From an optimization exercise on the open Yosys and OpenROAD flow, aimed at small area; shortcuts taken in it are not production practice.
Function was checked by simulation only, so behaviour that the tests miss may differ from the original.
Power figures rest on the tool's default switching activity, not on a simulated workload.

## top
module top (
    input clk,
    input resetn,
    input [1:0] user_dir,
    input [1:0] user_dir2,
    output hsync,
    output vsync,
    output [3:0] vga_r,
    output [3:0] vga_g,
    output [3:0] vga_b,
    output [9:0] score1,
    output [9:0] score2,
    input startgame,
    input gameover,
    output powerup_paddle_spawn,
    output reg [1:0] game_state,
    output ball_x_dir
);
For scale: about 1500 cells after synthesis, ~160 flip-flops, about 46 I/O pins, about 0.010 mm^2 of cells after synthesis.
==> flow/config.mk <==
export PLATFORM = sky130hd
export DESIGN_NAME = top
export DESIGN_NICKNAME = top
export VERILOG_FILES = /design/flow/design.v
export SDC_FILE = /design/flow/constraint.sdc
export NUM_CORES = 4
export LEC_CHECK = 0
export CAP_MARGIN = 20
export CORE_MARGIN = 2
export CORE_UTILIZATION = 50
export PLACE_DENSITY = 0.65
export SLEW_MARGIN = 20
==> flow/constraint.sdc <==
create_clock -name core_clock -period 10.0 [get_ports {clk}]
set_input_delay 2.0000 -clock core_clock [delete_from_list [all_inputs] [get_ports {clk}]]
set_output_delay 2.0000 -clock core_clock [all_outputs]
set_load 0.01 [all_outputs]
standard.sh (not shown) runs the stock make flow with config.mk's settings and CLKGATE_MAP_FILE= SYNTH_SCRIPT=/design/flow/synth_recipe.tcl, a recipe that flattens the netlist after the stock synthesis.
==> flow/flow/run.sh <==
#!/bin/bash
# Own layout flow: the standard flow, with an area-oriented ABC script in
# synthesis (no adder extraction), single-drive port buffers and a clock tree
# without dummy loads. Each step's output goes to a log of its own here.
set -euo pipefail
HERE=$(pwd)
CTS_BUF=${CTS_BUF:-sky130_fd_sc_hd__clkbuf_8}
CTS_EXTRA=${CTS_EXTRA:-}
rm -rf "$HERE/scripts_area"
cp -r "$FLOW_HOME/scripts" "$HERE/scripts_area"
cp "$HERE/flow/abc.script" "$HERE/scripts_area/abc_speed.script"
bash standard.sh SCRIPTS_DIR="$HERE/scripts_area" ADDER_MAP_FILE= synth > "$HERE/synth.log" 2>&1
bash standard.sh "BUFFER_PORTS_ARGS=-buffer_cell sky130_fd_sc_hd__buf_1" \
  "CTS_ARGS=-sink_clustering_enable -repair_clock_nets -dont_use_dummy_load -buf_list $CTS_BUF $CTS_EXTRA" \
  finish > "$HERE/layout.log" 2>&1
==> flow/flow/abc.script <==
strash
&get -n
&deepsyn -T 1200
&put
dch -f
amap -F 10 -A 40
topo
Rerun with:
--- a/flow/design.v
+++ b/flow/design.v
@@ -94,27 +94,33 @@
             upd <= 1'b0;
         else if (game_state == 2'b01)
             upd <= (uc == 11'h458);
     end
     reg [9:0] s1, s2;
     assign score1 = s1;
     assign score2 = s2;
     reg won;
     always @(posedge clk)
         if (!resetn) won <= 1'b0;
         else if (s1 == 10'd7 || s2 == 10'd7) won <= 1'b1;
-    wire [1:0] gs_n = !resetn ? 2'b00 :
-                      (ce && game_state == 2'b00 && startgame) ? 2'b01 :
-                      (ce && game_state == 2'b01 && (gameover || won)) ? 2'b10 : game_state;
-    always @(posedge clk)
-        game_state <= gs_n;
+    always @(posedge clk) begin
+        if (!resetn)
+            game_state <= 2'b00;
+        else if (ce) begin
+            case (game_state)
+                2'b00: if (startgame) game_state <= 2'b01;
+                2'b01: if (gameover || won) game_state <= 2'b10;
+                default: ;
+            endcase
+        end
+    end
     reg [15:0] lfsr;
     wire fb = lfsr[15] ^ lfsr[13] ^ lfsr[5] ^ lfsr[2] ^ lfsr[8];
     always @(posedge clk)
         if (!resetn) lfsr <= 16'hACE1;
         else lfsr <= {lfsr[14:0], fb};
     reg [7:0] pa;
     reg pa0;
     reg [5:0] pb;
     reg [2:0] pb0;
     reg [3:0] hc;
     wire [8:0] ua = {pa, lfsr[0]};
@@ -144,30 +150,26 @@
     reg [8:0] pc;
     wire [8:0] pux = {pa, pa0};
     wire [8:0] puy = {pb, pb0};
     assign ball_x_dir = xr;
     assign powerup_paddle_spawn = spawn;
     wire h1big = pact & who, h1small = pact & ~who;
     wire h2big = pact & ~who, h2small = pact & who;
     wire lwall = ~ge12({2'b0, bx}, 3);
     wire rwall = ge12({2'b0, bx}, 627);
     wire lx = rin(bx, 106, 109);
     wire rxz = ge12({2'b0, bx}, 519) && (!xr || !ge12({2'b0, bx}, 523));
-    reg colslot, play;
-    wire [1:0] k_n = !resetn ? 2'd2 : k + 2'd1;
-    always @(posedge clk) begin
-        colslot <= (gs_n != 2'b01) | ~k_n[1];
-        play <= (gs_n == 2'b01);
-    end
+    wire colslot = (game_state != 2'b01) | ~k[1];
     wire [9:0] yv = {1'b0, y[8:0]};     
     wire [9:0] say = colslot ? by : yv;
+    wire play = (game_state == 2'b01);
     wire side = colslot ? bx[9] : x[9];
     wire [8:0] pp = side ? p2y : p1y;
     wire pbig = side ? h2big : h1big;
     wire psmall = side ? h2small : h1small;
     wire [11:0] e0 = rsub({2'b0, say}, {3'b0, pp});
     wire [10:0] e = e0[10:0];            
     wire [7:0] e8 = e[7:0];
     wire yhit_now = sge11(e, -10) && (pbig ? !sge11(e, 100) : psmall ? !sge11(e, 25) : !sge11(e, 50));
     reg yhit_r;
     reg [2:0] zone_r;
     wire yhit = play ? yhit_r : yhit_now;
Outcome:
- global-route usage climbs by 0.93 points
- cell count climbs by about 2%
- sequential cell count drops by 2
- first-iteration DRC count drops by about 7%
- count of clock-buffer cells in the layout does not change

top with an RTL version that a note above also has.
Size in the first run: about 1500 cells after synthesis, ~160 flip-flops, roughly 46 I/O pins.
==> flow/config.mk <==
export PLATFORM = sky130hd
export DESIGN_NAME = top
export DESIGN_NICKNAME = top
export VERILOG_FILES = /design/flow/design.v
export SDC_FILE = /design/flow/constraint.sdc
export NUM_CORES = 4
export LEC_CHECK = 0
export CAP_MARGIN = 20
export CORE_MARGIN = 2
export CORE_UTILIZATION = 50
export PLACE_DENSITY = 0.65
export SLEW_MARGIN = 20
==> flow/constraint.sdc <==
create_clock -name core_clock -period 10.0 [get_ports {clk}]
set_input_delay 2.0000 -clock core_clock [delete_from_list [all_inputs] [get_ports {clk}]]
set_output_delay 2.0000 -clock core_clock [all_outputs]
set_load 0.01 [all_outputs]
==> flow/flow/abc.script <==
strash
&get -n
&deepsyn -T 600
&put
dch -f
amap -F 10 -A 40
topo
Scripts as last shown in full above: flow/flow/run.sh
Change:
--- a/flow/design.v
+++ b/flow/design.v
@@ -95,31 +95,25 @@
         else if (game_state == 2'b01)
             upd <= (uc == 11'h458);
     end
     reg [9:0] s1, s2;
     assign score1 = s1;
     assign score2 = s2;
     reg won;
     always @(posedge clk)
         if (!resetn) won <= 1'b0;
         else if (s1 == 10'd7 || s2 == 10'd7) won <= 1'b1;
-    always @(posedge clk) begin
-        if (!resetn)
-            game_state <= 2'b00;
-        else if (ce) begin
-            case (game_state)
-                2'b00: if (startgame) game_state <= 2'b01;
-                2'b01: if (gameover || won) game_state <= 2'b10;
-                default: ;
-            endcase
-        end
-    end
+    wire [1:0] gs_n = !resetn ? 2'b00 :
+                      (ce && game_state == 2'b00 && startgame) ? 2'b01 :
+                      (ce && game_state == 2'b01 && (gameover || won)) ? 2'b10 : game_state;
+    always @(posedge clk)
+        game_state <= gs_n;
     reg [15:0] lfsr;
     wire fb = lfsr[15] ^ lfsr[13] ^ lfsr[5] ^ lfsr[2] ^ lfsr[8];
     always @(posedge clk)
         if (!resetn) lfsr <= 16'hACE1;
         else lfsr <= {lfsr[14:0], fb};
     reg [7:0] pa;
     reg pa0;
     reg [5:0] pb;
     reg [2:0] pb0;
     reg [3:0] hc;
@@ -151,24 +145,28 @@
     wire [8:0] pux = {pa, pa0};
     wire [8:0] puy = {pb, pb0};
     assign ball_x_dir = xr;
     assign powerup_paddle_spawn = spawn;
     wire h1big = pact & who, h1small = pact & ~who;
     wire h2big = pact & ~who, h2small = pact & who;
     wire lwall = ~ge12({2'b0, bx}, 3);
     wire rwall = ge12({2'b0, bx}, 627);
     wire lx = rin(bx, 106, 109);
     wire rxz = ge12({2'b0, bx}, 519) && (!xr || !ge12({2'b0, bx}, 523));
-    wire colslot = (game_state != 2'b01) | ~k[1];
+    reg colslot, play;
+    wire [1:0] k_n = !resetn ? 2'd2 : k + 2'd1;
+    always @(posedge clk) begin
+        colslot <= (gs_n != 2'b01) | ~k_n[1];
+        play <= (gs_n == 2'b01);
+    end
     wire [9:0] yv = {1'b0, y[8:0]};     
     wire [9:0] say = colslot ? by : yv;
-    wire play = (game_state == 2'b01);
     wire side = colslot ? bx[9] : x[9];
     wire [8:0] pp = side ? p2y : p1y;
     wire pbig = side ? h2big : h1big;
     wire psmall = side ? h2small : h1small;
     wire [11:0] e0 = rsub({2'b0, say}, {3'b0, pp});
     wire [10:0] e = e0[10:0];            
     wire [7:0] e8 = e[7:0];
     wire yhit_now = sge11(e, -10) && (pbig ? !sge11(e, 100) : psmall ? !sge11(e, 25) : !sge11(e, 50));
     reg yhit_r;
     reg [2:0] zone_r;
The new run completed with no timing, DRC or antenna violations.
Final cell count came out lower slightly.
Power drops by a few percent.
Synthesized cell count falls slightly.
Register-to-register slack gets better by 0.86 ns.
Hold slack got worse by 0.020 ns.
Design area hardly moves.
Clock skew decreases by 0.013 ns.
Global-route usage went down by 1.4 points.
Fmax rose by roughly a tenth.
Core utilization increases by 0.91 points.
Clock-buffer cell count stays the same.
Worst setup slack gains 0.86 ns.

-- what the ideal ports hide --
In the flow no input, the clock included, has a driving cell. The finished layouts below were timed again as built, in two steps. Step 1 sets driving cells, clkbuf_16 on the clock port and buf_2 on the other inputs (assumed; they add their load-dependent delay and slew). Step 2 also shifts input and output timing later by t, the mid clock arrival at the registers, as if the neighbouring blocks saw the same clock. Slacks: no drivers / after step 1 / after step 2; pairs: no drivers / after step 1.
run | shift t [ns] | setup slack, ns | hold slack, ns | latest minus earliest clock arrival (ns) | slew at the worst register clock pin (ns)
the first run of note 1 | 0.491 | 2.100 / 2.100 / 2.100 | 0.401 / 0.401 / 0.401 | 0.062 / 0.062 | 0.12 / 0.12
the second run of note 1 | 0.493 | 1.444 / 1.444 / 1.444 | 0.430 / 0.430 / 0.430 | 0.055 / 0.054 | 0.11 / 0.11
the first run of note 2 | 0.491 | 1.264 / 1.264 / 1.264 | 0.424 / 0.424 / 0.424 | 0.054 / 0.053 | 0.12 / 0.12
the second run of note 2 | 0.482 | 2.121 / 2.121 / 2.121 | 0.404 / 0.404 / 0.404 | 0.057 / 0.057 | 0.11 / 0.11
After both steps every run listed still meets setup and hold.
